Source: an optimization exercise on an open RTL-to-GDS flow (aim: small area). Production flows keep margins and buffers that such runs may drop.
In this exercise RTL edits were held to simulation tests only and were not proved equivalent to the original.
Power and IR drop assume default switching activity.

<file path="run.sh">
#!/bin/bash
# synth_recipe.tcl (not shown) runs the flow's synth.tcl, then flattens the netlist and writes it again
# the make line also repeats each setting of config.mk as NAME=value (left out here)
make -C /OpenROAD-flow-scripts/flow DESIGN_CONFIG=/design/flow/config.mk WORK_HOME=/design/flow/orfs CLKGATE_MAP_FILE= SYNTH_SCRIPT=/design/flow/synth_recipe.tcl finish
</file>
<file path="config.mk">
export PLATFORM = sky130hd
export DESIGN_NAME = top
export DESIGN_NICKNAME = top
export VERILOG_FILES = /design/flow/design.v
export SDC_FILE = /design/flow/constraint.sdc
export NUM_CORES = 4
export LEC_CHECK = 0
export CAP_MARGIN = 20
export CORE_MARGIN = 2
export CORE_UTILIZATION = 40
export SLEW_MARGIN = 20
</file>
<file path="constraint.sdc">
create_clock -name core_clock -period 10.0 [get_ports {MAX10_CLK1_50}]
set_input_delay 2.0000 -clock core_clock [delete_from_list [all_inputs] [get_ports {MAX10_CLK1_50}]]
set_output_delay 2.0000 -clock core_clock [all_outputs]
set_load 0.01 [all_outputs]
</file>
<file path="design.v">
module countdown_timer (
	input              clk,
	input              rst_n,
	input              PB0_flag,
	input              PB1_flag,
	output logic       PB0_read,
	output logic       PB1_read,
	output logic [3:0] sec0,     
	output logic [2:0] sec1,     
	output logic [3:0] min0,     
	output logic [3:0] min1,     
	output logic       finish_flag
);
localparam logic [2:0] IDLE = 3'd0, INCREMENT = 3'd1, ACTIVE = 3'd2,
                       DECREMENT = 3'd3, FINISH = 3'd4;
logic [2:0] state, next_state;
logic       decrement_flag;
logic [13:0] cnt;
wire last = ~cnt[13] & ~cnt[12] & ~cnt[11] & cnt[10] & cnt[9] & ~cnt[8] &
            ~cnt[7] & ~cnt[6] & ~cnt[5] & cnt[4] & ~cnt[3] & cnt[1];
wire is_zero = (sec0 == 4'd0) && (sec1 == 3'd0) && (min0 == 4'd0) && (min1 == 4'd0);
always_ff @(posedge clk or negedge rst_n) begin
	if (!rst_n) state <= IDLE;
	else        state <= next_state;
end
always_comb begin
	PB0_read   = 1'b0;
	PB1_read   = 1'b0;
	next_state = state;
	case (state)
		IDLE: begin
			if (PB0_flag) begin
				next_state = INCREMENT;
				PB0_read   = 1'b1;
			end else if (PB1_flag) begin
				next_state = ACTIVE;
				PB1_read   = 1'b1;
			end
		end
		INCREMENT: next_state = IDLE;
		ACTIVE: begin
			if (PB1_flag) begin
				next_state = IDLE;
				PB1_read   = 1'b1;
			end else if (is_zero) begin
				next_state = FINISH;
			end else if (decrement_flag) begin
				next_state = DECREMENT;
			end
		end
		DECREMENT: next_state = ACTIVE;
		FINISH: begin
			if (PB0_flag) begin
				next_state = INCREMENT;
				PB0_read   = 1'b1;
			end else if (PB1_flag) begin
				next_state = IDLE;
				PB1_read   = 1'b1;
			end
		end
		default: begin
			next_state = 3'bxxx;
			PB0_read   = 1'bx;
			PB1_read   = 1'bx;
		end
	endcase
end
always_ff @(posedge clk) begin
	if (state == IDLE || last) cnt <= {decrement_flag, 13'd0};
	else                       cnt <= {cnt[12:0], ~(cnt[13] ^ cnt[12])};
end
always_ff @(posedge clk or negedge rst_n) begin
	if (!rst_n) begin
		finish_flag    <= 1'b0;
		decrement_flag <= 1'b0;
		sec0 <= 4'd0;
		sec1 <= 3'd0;
		min0 <= 4'd0;
		min1 <= 4'd0;
	end else begin
		case (state)
			IDLE: finish_flag <= 1'b0;
			INCREMENT: begin
				finish_flag <= 1'b0;
				if (min0 == 4'd9) begin
					min0 <= 4'd0;
					min1 <= (min1 == 4'd9) ? 4'd0 : min1 + 4'd1;
				end else begin
					min0 <= min0 + 4'd1;
				end
			end
			ACTIVE: if (last) decrement_flag <= 1'b1;
			DECREMENT: begin
				decrement_flag <= 1'b0;
				if (sec0 != 4'd0) begin
					sec0 <= sec0 - 4'd1;
				end else begin
					sec0 <= 4'd9;
					if (sec1 != 3'd0) begin
						sec1 <= sec1 - 3'd1;
					end else begin
						sec1 <= 3'd5;
						if (min0 != 4'd0) begin
							min0 <= min0 - 4'd1;
						end else begin
							min0 <= 4'd9;
							min1 <= min1 - 4'd1;
						end
					end
				end
			end
			FINISH: finish_flag <= 1'b1;
			default: ;
		endcase
	end
end
endmodule
module LED_blinker (
	input  clk,
	input  enable,
	input  rst_n,
	output led
);
localparam logic [12:0] START = 13'd5825;    
logic [12:0] lf;
logic        toggle;
wire last = ~lf[12] & lf[11] & ~lf[10] & ~lf[7] & lf[6] & lf[5] & ~lf[4] &
            ~lf[3] & ~lf[2] & ~lf[0];
always_ff @(posedge clk or negedge rst_n) begin
	if (!rst_n) begin
		lf     <= START;
		toggle <= 1'b0;
	end else begin
		lf     <= {lf[11:0], lf[0] ^ lf[12] ^ last};
		toggle <= toggle ^ last;
	end
end
assign led = toggle & enable;
endmodule
module PB_state (
	input        clk,
	input        rst_n,
	input        PB0,
	input        PB1,
	input        PB0_read,
	input        PB1_read,
	output logic PB0_flag,
	output logic PB1_flag
);
logic PB0_old, PB1_old;
always_ff @(posedge clk or negedge rst_n) begin
	if (!rst_n) begin
		PB0_old  <= 1'b0;
		PB1_old  <= 1'b0;
		PB0_flag <= 1'b0;
		PB1_flag <= 1'b0;
	end else begin
		PB0_old  <= PB0;
		PB1_old  <= PB1;
		PB0_flag <= (PB0_old & ~PB0) | (PB0_flag & ~PB0_read);
		PB1_flag <= (PB1_old & ~PB1) | (PB1_flag & ~PB1_read);
	end
end
endmodule
module sev_seg_decoder (
	input        [3:0] bcd,
	output logic [6:0] seg
);
always_comb begin
	case (bcd)
		4'd0:    seg = 7'b1000000;
		4'd1:    seg = 7'b1111001;
		4'd2:    seg = 7'b0100100;
		4'd3:    seg = 7'b0110000;
		4'd4:    seg = 7'b0011001;
		4'd5:    seg = 7'b0010010;
		4'd6:    seg = 7'b0000010;
		4'd7:    seg = 7'b1111000;
		4'd8:    seg = 7'b0000000;
		4'd9:    seg = 7'b0010000;
		default: seg = 7'bxxxxxxx;
	endcase
end
endmodule
module top (
	input        MAX10_CLK1_50,
	input        SW0,	 
	input  [1:0] KEY,
	output [7:0] HEX0,
	output [7:0] HEX1,
	output [7:0] HEX2,
	output [7:0] HEX3,
	output [9:0] LEDR
);
wire rst_n = ~SW0;
wire PB0_read, PB1_read, PB0_flag, PB1_flag, finish_flag, led;
wire [3:0] sec0, min0, min1;
wire [2:0] sec1;
countdown_timer timer (
	.clk(MAX10_CLK1_50), .rst_n, .PB0_flag, .PB1_flag, .PB0_read, .PB1_read,
	.sec0, .sec1, .min0, .min1, .finish_flag
);
PB_state read_PBs (
	.clk(MAX10_CLK1_50), .rst_n, .PB0(KEY[0]), .PB1(KEY[1]),
	.PB0_read, .PB1_read, .PB0_flag, .PB1_flag
);
LED_blinker blinker (
	.clk(MAX10_CLK1_50), .rst_n, .enable(finish_flag), .led
);
sev_seg_decoder sec_0 (.bcd(sec0),         .seg(HEX0[6:0]));
sev_seg_decoder sec_1 (.bcd({1'b0, sec1}), .seg(HEX1[6:0]));
sev_seg_decoder min_0 (.bcd(min0),         .seg(HEX2[6:0]));
sev_seg_decoder min_1 (.bcd(min1),         .seg(HEX3[6:0]));
assign HEX0[7] = 1'b1;
assign HEX1[7] = 1'b1;
assign HEX2[7] = 1'b0;
assign HEX3[7] = 1'b1;
assign LEDR = {10{led}};
endmodule
</file>
==> summary.txt, run 1 <==
Cells and area
  – Most common cell after layout, fill and taps aside: sky130_fd_sc_hd__clkdlybuf4s50_1
  – Diode count: 0
  – Fraction of final layout cells with drive strength greater than 1: 7.14%
  – Post-route standard cell area excluding fillers: 3370 µm²
  – Layout Nets: 359
  – Area growth from synthesis to layout: 16.1%
  – Most frequent cells in the layout: sky130_fd_sc_hd__clkdlybuf4s50_1 (41), sky130_fd_sc_hd__dfrtp_1 (32), sky130_fd_sc_hd__nor2_1 (28)
  – Fillcell total: 701

Clock network
  – Clock tree buffer depth: 2
  – Worst skew pair latency: 0.29 ns
  – Post-CTS setup buffers: 0
  – Cts-stage hold buffer count: 0
  – Clock buffers created by TritonCTS: 5
  – Cell chosen for the clock root: sky130_fd_sc_hd__clkbuf_8
  – Sinks on Clock Net: 52
  – Clock tree from TritonCTS: done
  – H-tree depth: 2
  – Clock-pin slew of the registers on the worst-case setup and hold paths: 0.09 ns
  – Gates resized, CTS repair: 0

Die
  – Starting utilization of the core area: 40.7%
  – Height of the die: 89.3 µm
  – Placement Rows: 31
  – IO Count: 46
  – Area inside the core boundary: 7140 µm²
  – Horizontal die dimension: 89.3 µm
  – Floorplan die area: 7970 µm²

Synthesis
  – Total standard cell area after synthesis: 2910 µm²
  – Warning count from the yosys run: 4
  – Dominant combinational cell family by area after synthesis: simple AND/OR/NAND/NOR gates
  – Post-Synthesis Cells: 312
  – Count of flip-flops with a built-in enable after synthesis: 0
  – Register area share after synthesis: 42.6%
  – Multiplexer share of the synthesized area: 2.93%
  – Mean area per synthesized cell: 9.32 µm²
  – Fraction of the mapped netlist area in simple logic gates: 22.5%
  – Leading register cell type out of synthesis: sky130_fd_sc_hd__dfrtp_1
  – Xor/xnor cell area share of the yosys netlist: 0.301%
  – Post-Synth Adder-Cell Area: 8.61%
  – Count of different cell masters after synthesis: 54
  – Area fraction in compound gates after synthesis: 14.1%
  – Async S/R FF share, synth: 73.1%
  – Synthesis-stage register bit count: 52

STA
  – Final setup skew: 0.00423 ns
  – Final critical path time including I/O delays and setup: 4.07 ns
  – Fin. max-slew vios: 0
  – Max Clk Rate: 246 MHz
  – RSZ-0062 raised after global routing: false
  – Final worst-path cycle share: 40.7%
  – Headroom to the max-slew limit: 52.4%
  – Setup TNS after final layout: 0 ns
  – Least-Margin Pin Slew: 0.713 ns
  – Count of endpoints failing setup in the final report: 0
  – Hold violation count in the final report: 0

GRT
  – Global-route wire length before repair: 8880 µm
  – Maximum number of pins on one net before global-route repair: 39
  – Grt ovf: 0
  – Global-route usage over all layers: 14.1%
  – Vias in the first global route: 1888
  – Number of antenna violations at the first check in global routing: 0

Route
  – Post-detailed-routing wire length: 5420 µm
  – First-pass DRT Iterations: 4
  – Initial drt markers: 113
  – Mean routed wirelength per cell: 12.5 µm
  – Vias/cell: 4.96
  – DRT antenna net count: 0
  – Vias post-DR: 2157
  – DRC violations left: 0

Worst setup path
  – Cell occurring most often along the worst timing path: sky130_fd_sc_hd__inv_1
  – Crit path max fanout: 8
  – Critical Path Start Type: register
  – Data arrival time of the critical path: 2.07 ns
  – Critical path endpoint category: output pin
  – Logic depth of the worst register-to-register path: 6
  – Reg-to-reg endpoint: timer.min1[1]
  – R2R Path Start: timer.min0[0]
  – Critical path start-end classification: reg -> out
  – Crit path cell chain: inv_1 -> ha_1 -> inv_1 -> nand2_1 -> a21oi_1 -> clkdlybuf4s50_1
  – Slack of the worst reg-to-reg path: 7.68 ns
  – Critical path data required time: 8.00 ns
  – CP peak stage delay: 0.55 ns
  – Slowest cell on the critical path: sky130_fd_sc_hd__clkdlybuf4s50_1

Run status
  – Result of the run: no timing/DRC/antenna violations

Placed design
  – GPL Wtd Cong: 0.801
  – Count of input and output buffers: 41
  – Total placed instance area: 3290 µm²
  – Half-perimeter wire length after detailed placement: 3960 µm

Min path
  – Endpoint, Worst Hold: blinker.lf[10]
  – Number of stages on the worst hold path: 0
  – Hold WC Path Type: reg -> reg
  – Worst min-delay path startpoint: blinker.lf[9]

Flow run
  – Number of maximum-capacitance violations: 0

Power and ir drop
  – Leakage power: 1.46 nW
  – Power density over cell area: 280 nW/µm²
  – Worst IR drop on VDD: 0.0999 mV
-- where the power goes --
part | switching, mW | internal (mW)
Sequential | 0.0769 | 0.251
Clock | 0.0655 | 0.0501
Combinational | 0.249 | 0.252
Total | 0.391 | 0.553
-- how the worst max path moves through the flow --
stage                        from      end  slack, ns  depth (start not counted)
global placement    timer.min1[0]  HEX3[3]       6.29                          6
global route        timer.min1[0]  HEX3[3]       5.78                          6
floorplan           timer.min1[0]  HEX3[3]       6.79                          5
detailed placement  timer.min1[0]  HEX3[3]       6.25                          6
finish              timer.min1[0]  HEX3[3]       5.93                          6
CTS                 timer.min1[0]  HEX3[3]       5.92                          6
-- per-stage QoR --
step	instances	hold slack (ns)	worst slack [ns]	util [%]	total power, mW
6_report	435	0.359	5.93	47.3	0.944
5_1_grt	435	0.363	5.78	47.3	1.03
4_1_cts	435	0.362	5.92	47.3	0.955
3_5_place_dp	427	0.340	6.25	46.1	0.836
3_3_place_gp	427	0.346	6.29	46.1	0.834
2_1_floorplan	314	0.331	6.79	-	0.637
-- worst max-delay path: cells and delay by family, from the launching register on --
kind / cells / cell delay [ns]
DFF: 1 / 0.46
and+or+nand+nor: 1 / 0.05
AOI/OAI and AO/OA: 1 / 0.14
adders and majority gates: 1 / 0.35
buffers and inverters: 3 / 0.78
-- synthesized netlist by cell type, drive strengths merged, types with 5 or more instances --
library cell / count / area share, %
nor2b: 5 / 1.1
nor3b: 8 / 2.1
nand2b: 7 / 1.5
and2: 15 / 3.3
clkbuf: 8 / 1.0
nand2: 16 / 2.1
a31oi: 5 / 1.1
o21ai: 16 / 2.9
nand3: 7 / 1.2
nor3: 6 / 1.0
buf: 20 / 4.8
dfstp: 6 / 5.4
ha: 20 / 8.6
nor2: 28 / 3.6
inv: 22 / 2.8
a21oi: 21 / 3.6
dfrtp: 32 / 28
dfxtp: 14 / 9.6
-- registers in the layout, indices dropped and copies added, names as in the netlist --
signal / count
read_PBs.PB0_old: 1
read_PBs.PB1_old: 1
timer.decrement_flag: 1
read_PBs.PB1_flag: 1
blinker.lf: 13
read_PBs.PB0_flag: 1
timer.sec1: 3
timer.sec0: 4
timer.min1: 4
timer.cnt: 14
timer.min0: 4
timer.state: 3
timer.finish_flag: 1
blinker.toggle: 1
-- cell families after synthesis --
kind of cell | after synthesis
compound gates | 65
xor+xnor | 1
fa+ha+maj | 20
buf+inv | 50
flops | 52
mux | 8
other cells | 2
simple gates | 114
-- area by class of cell --
type                            instances  area, µm²  share of cell area, %
Timing Repair Buffer                   42        418                   12.4
Clock buffer                            6       72.6                   2.15
Multi-Input combinational cell        212       1420                   42.2
Tap cell                               99        124                   3.67
Inverter                               22       82.6                   2.45
Sequential cell                        52       1240                   36.7
Clock inverter                          2       15.0                  0.445
-- layer usage --
metal,GRT usage (%),up-vias,routed length [µm]
met5,0,-,0
met2,23.2,47,2520
met1,19.2,998,2650
met3,2.77,4,192
li1,-,1108,-
met4,3.26,0,62
==> run 2, diff against run 1 <==
--- a/config.mk
+++ b/config.mk
@@ -7,2 +7,3 @@
 export LEC_CHECK = 0
+export ABC_AREA = 1
 export CAP_MARGIN = 20
==> run 2 against run 1 <==
  * Clock power rose by 5%
  * Synthesized cell count rose by 13%
  * Power rose by 5.2%
  * Critical endpoint is now HEX1[5]
  * First-iteration DRC count fell by 35%
  * Highest routed layer unchanged
  * Critical path type unchanged
  * Clock skew rose by 0.0049 ns
==> summary.txt, run 2 <==
Run status
  – Result of the run: no timing/DRC/antenna violations

Die
  – Starting utilization of the core area: 41.8% (+1.0 points)
  – Area inside the core boundary: 6830 µm² (-4.3%)
  – Floorplan die area: 7830 µm² (-1.8%)
  – Placement Rows: 30 (-3.2%)
  – Horizontal die dimension: 88.5 µm (-0.89%)
  – Height of the die: 88.5 µm (-0.89%)
  – IO Count: 46 (unchanged)

Worst setup path
  – Critical path endpoint category: output pin
  – Count of buffering cells on the critical path with inverters included: 2 (-1)
  – R2R Path Start: timer.min0[0]
  – Data arrival time of the critical path: 1.95 ns (-0.12 ns)
  – Critical Path Start Type: register
  – Critical path data required time: 8.00 ns (about the same)
  – Kind of cell adding the most delay to the critical path: buffers and inverters
  – Crit path max fanout: 5 (-3)
  – Critical path start-end classification: reg -> out
  – Crit path cell chain: inv_1 -> ha_1 -> or2_2 -> nand2_1 -> clkdlybuf4s50_1
  – Slowest cell on the critical path: sky130_fd_sc_hd__clkdlybuf4s50_1
  – Logic depth of the worst register-to-register path: 9 (+3)
  – Reg-to-reg endpoint: timer.state[1]
  – Slack of the worst reg-to-reg path: 8.32 ns (+0.64 ns)
  – CP peak stage delay: 0.53 ns (-0.02 ns)

GRT
  – Maximum number of pins on one net before global-route repair: 39 (unchanged)
  – Global-route wire length before repair: 8900 µm (+0.24%)
  – Vias in the first global route: 2002 (+6.0%)
  – Number of antenna violations at the first check in global routing: 0 (unchanged)
  – Global-route usage over all layers: 14.3% (+0.20 points)
  – Grt ovf: 0 (unchanged)

Clock network
  – Clock-pin slew of the registers on the worst-case setup and hold paths: 0.10 ns (about the same)
  – Cell chosen for the clock root: sky130_fd_sc_hd__clkbuf_8
  – Post-CTS setup buffers: 0 (unchanged)
  – Worst skew pair latency: 0.31 ns (+0.02 ns)
  – Sinks on Clock Net: 52 (unchanged)
  – Clock buffers created by TritonCTS: 5 (unchanged)
  – Gates resized, CTS repair: 0 (unchanged)
  – Clock tree from TritonCTS: done
  – Cts-stage hold buffer count: 0 (unchanged)
  – Clock tree buffer depth: 2 (unchanged)
  – H-tree depth: 2 (unchanged)

Power and ir drop
  – Leakage power: 1.54 nW (+5.0%)
  – Share of total power in the clock network: 12.3% (about the same)
  – Part of the power in combinational logic: 55.4% (+2.3 points)
  – Switching power of the nets: 431 µW (+10%)
  – Power density over cell area: 298 nW/µm² (+6.5%)
  – Switching portion of total power: 43.3% (+1.9 points)
  – Worst IR drop on VDD: 0.139 mV (+40%)
  – Power share of the sequential group: 32.3% (-2.4 points)
  – Cell Int Power: 563 µW (+1.8%)

Synthesis
  – Leading area contributor after synthesis: sky130_fd_sc_hd__dfrtp_1
  – Top cell types by occurrence after synthesis: sky130_fd_sc_hd__nand2_1 (56), sky130_fd_sc_hd__inv_1 (50), sky130_fd_sc_hd__nor2_1 (45)
  – Area fraction in compound gates after synthesis: 9.34% (-4.8 points)
  – Area share of the largest cell type after synthesis: 28.1% (+0.52 points)
  – Xor/xnor cell area share of the yosys netlist: 1.53% (+1.2 points)
  – Post-Synthesis Cells: 352 (+13%)
  – Multiplexer share of the synthesized area: 0% (-2.9 points)
  – Cell types occupying the most area after synthesis: sky130_fd_sc_hd__dfrtp_1 (28%), sky130_fd_sc_hd__dfxtp_1 (9.8%), sky130_fd_sc_hd__ha_1 (8.8%), sky130_fd_sc_hd__nand2_1 (7.4%), sky130_fd_sc_hd__inv_1 (6.6%)
  – Async S/R FF share, synth: 73.1% (unchanged)
  – Register area share after synthesis: 43.4% (+0.80 points)
  – Fraction of the mapped netlist area in simple logic gates: 23.6% (+1.1 points)
  – Leading register cell type out of synthesis: sky130_fd_sc_hd__dfrtp_1
  – Synthesis-stage register bit count: 52 (unchanged)
  – Total standard cell area after synthesis: 2850 µm² (-1.9%)
  – Count of different cell masters after synthesis: 35 (-35%)
  – Warning count from the yosys run: 4 (unchanged)
  – Most common cell in the netlist: sky130_fd_sc_hd__nand2_1
  – Post-Synth Adder-Cell Area: 8.77% (+0.16 points)
  – Mean area per synthesized cell: 8.11 µm² (-13%)
  – Dominant combinational cell family by area after synthesis: simple AND/OR/NAND/NOR gates
  – Count of flip-flops with a built-in enable after synthesis: 0 (unchanged)

STA
  – Count of endpoints failing setup in the final report: 0 (unchanged)
  – Final-layout worst hold slack: 0.361 ns (+0.00157 ns)
  – RSZ-0062 raised after global routing: false
  – Final critical path time including I/O delays and setup: 3.95 ns (-0.126 ns)
  – Fin. max-slew vios: 0 (unchanged)
  – Setup TNS after final layout: 0 ns (unchanged)
  – Max Clk Rate: 253 MHz (+3.2%)
  – Hold violation count in the final report: 0 (unchanged)
  – Worst Slack Setup Final: 6.05 ns (+0.126 ns)
  – Final worst-path cycle share: 39.5% (-1.3 points)
  – Final setup skew: 0.00914 ns (+0.00490 ns)

Flow run
  – Number of maximum-capacitance violations: 0 (unchanged)

Cells and area
  – Most frequent cells in the layout: sky130_fd_sc_hd__nand2_1 (56), sky130_fd_sc_hd__inv_1 (50), sky130_fd_sc_hd__nor2_1 (45)
  – Register ranked first by flip-flop count: timer.cnt
  – Diode count: 0 (unchanged)
  – Area growth from synthesis to layout: 16.8%
  – Fillcell total: 692 (-1.3%)
  – Layout Nets: 407 (+13%)
  – Most common cell after layout, fill and taps aside: sky130_fd_sc_hd__nand2_1
  – Fraction of final layout cells with drive strength greater than 1: 9.64% (+2.5 points)
  – Largest registers: timer.cnt (14), blinker.lf (13)
  – Number of flip-flops under the largest register name: 14 (unchanged)

Route
  – DRT antenna net count: 0 (unchanged)
  – Vias/cell: 4.54 (-8.4%)
  – First-pass DRT Iterations: 4 (unchanged)
  – Post-detailed-routing wire length: 5000 µm (-7.8%)
  – Initial drt markers: 73 (-35%)
  – Vias post-DR: 2180 (+1.1%)
  – DRC violations left: 0 (unchanged)
  – Mean routed wirelength per cell: 10.4 µm (-16%)

Min path
  – Worst min-delay path startpoint: blinker.lf[9]
  – Endpoint, Worst Hold: blinker.lf[10]
  – Number of stages on the worst hold path: 0 (unchanged)
  – Hold WC Path Type: reg -> reg

Placed design
  – Pre-CTS setup slack: 6.38 ns (+0.131 ns)
  – GPL Wtd Cong: 0.816 (+1.8%)
  – Half-perimeter wire length after detailed placement: 3780 µm (-4.6%)
  – Count of input and output buffers: 41 (unchanged)
run 2: cell types whose count changed after synthesis, sizes merged, moves of 12 or more:
cell	delta
and2	-15
inv	+34
nand2	+44
nand3	+12
nor2	+24
o21ai	+14
run 2: how the worst max path moves through the flow:
| stage | startpoint | endpoint | slack, ns | cells after the start |
|---|---|---|---|---|
| global route | timer.min0[0] | HEX2[5] | 5.91 | 6 |
| floorplan | timer.sec1[0] | HEX1[3] | 6.91 | 5 |
| finish | timer.sec1[0] | HEX1[5] | 6.05 | 5 |
| detailed placement | timer.sec1[0] | HEX1[5] | 6.38 | 5 |
| CTS | timer.sec1[0] | HEX1[5] | 6.03 | 5 |
| global placement | timer.min0[0] | HEX2[3] | 6.41 | 4 |
run 2: power by group through the flow:
stage	Clock, mW	Combinational, mW	Sequential, mW
2_1_floorplan	0	0.384	0.296
3_3_place_gp	0	0.554	0.324
3_5_place_dp	0	0.554	0.325
4_1_cts	0.129	0.558	0.321
5_1_grt	0.138	0.626	0.330
6_report	0.122	0.550	0.321
run 2: stage by stage:
step	total power, mW	cells	instance area [µm²]	utilization (%)
2_1_floorplan	0.680	354	2860	-
3_3_place_gp	0.877	472	3240	47.4
3_5_place_dp	0.879	472	3240	47.4
4_1_cts	1.01	480	3330	48.8
5_1_grt	1.09	480	3330	48.8
6_report	0.994	480	3330	48.8
run 2: logic make-up (layout without fill, tap and decap cells):
kind of cell,count (synthesis),in the layout
AOI/OAI and AO/OA,50,50
xor gates and xnor gates,5,5
adders and majority gates,20,20
buffers and inverters,76,106
DFF,52,52
other,2,4
and+or+nand+nor,147,147
run 2: worst reg2reg max path, delay by kind of cell (launching register included):
family	cells	cell delay (ns)
adder cells (fa/ha/maj)	1	0.26
AND/OR/NAND/NOR	7	0.71
buffers and inverters	1	0.18
flip-flops	1	0.45
run 2: final cells by class:
class / count / area [µm²] / share of cell area, %
multi-input combinational: 226 / 1250 / 37.4
sequential: 52 / 1240 / 37.1
timing repair buffer: 42 / 418 / 12.5
inverter: 56 / 215 / 6.45
tap: 96 / 120 / 3.60
clock buffer: 5 / 68.8 / 2.06
clock inverter: 3 / 25.0 / 0.750
run 2: routing by layer:
| metal | global-route usage [%] | vias to the layer above | part of all wire (%) |
|---|---|---|---|
| met5 | 0 | - | 0 |
| met4 | 4.55 | 0 | 1.2 |
| met3 | 2.99 | 4 | 2.9 |
| met2 | 21.7 | 31 | 44 |
| met1 | 20.5 | 989 | 52 |
| li1 | - | 1156 | - |

-- what the ideal ports hide --
How much do the figures lean on ideal ports? The routed layouts below were timed once more, with nothing changed but the port constraints.
Step 1 sets driving cells, clkbuf_16 on the clock port and buf_2 on the other inputs (assumed; they add their load-dependent delay and slew).
Step 2 adds t to the input delays and takes it off the output delays; t is the mean of the earliest and latest rising clock arrival at the registers after step 1. Input paths then give back, and output paths get back, about the clock's delay inside the block.
a / b / c = ideal ports / drivers / drivers and shift; a / b = the first two.
| run | shift t [ns] | slack for setup (ns) | slew at the worst register clock pin (ns) | worst data-port slew with drivers (ns) |
|---|---|---|---|---|
| run 1 | 0.317 | 5.927 / 5.900 / 6.217 | 0.09 / 0.09 | 0.03 |
| run 2 | 0.329 | 6.053 / 6.026 / 6.354 | 0.10 / 0.10 | 0.03 |
After both steps setup and hold are still met in every run listed.
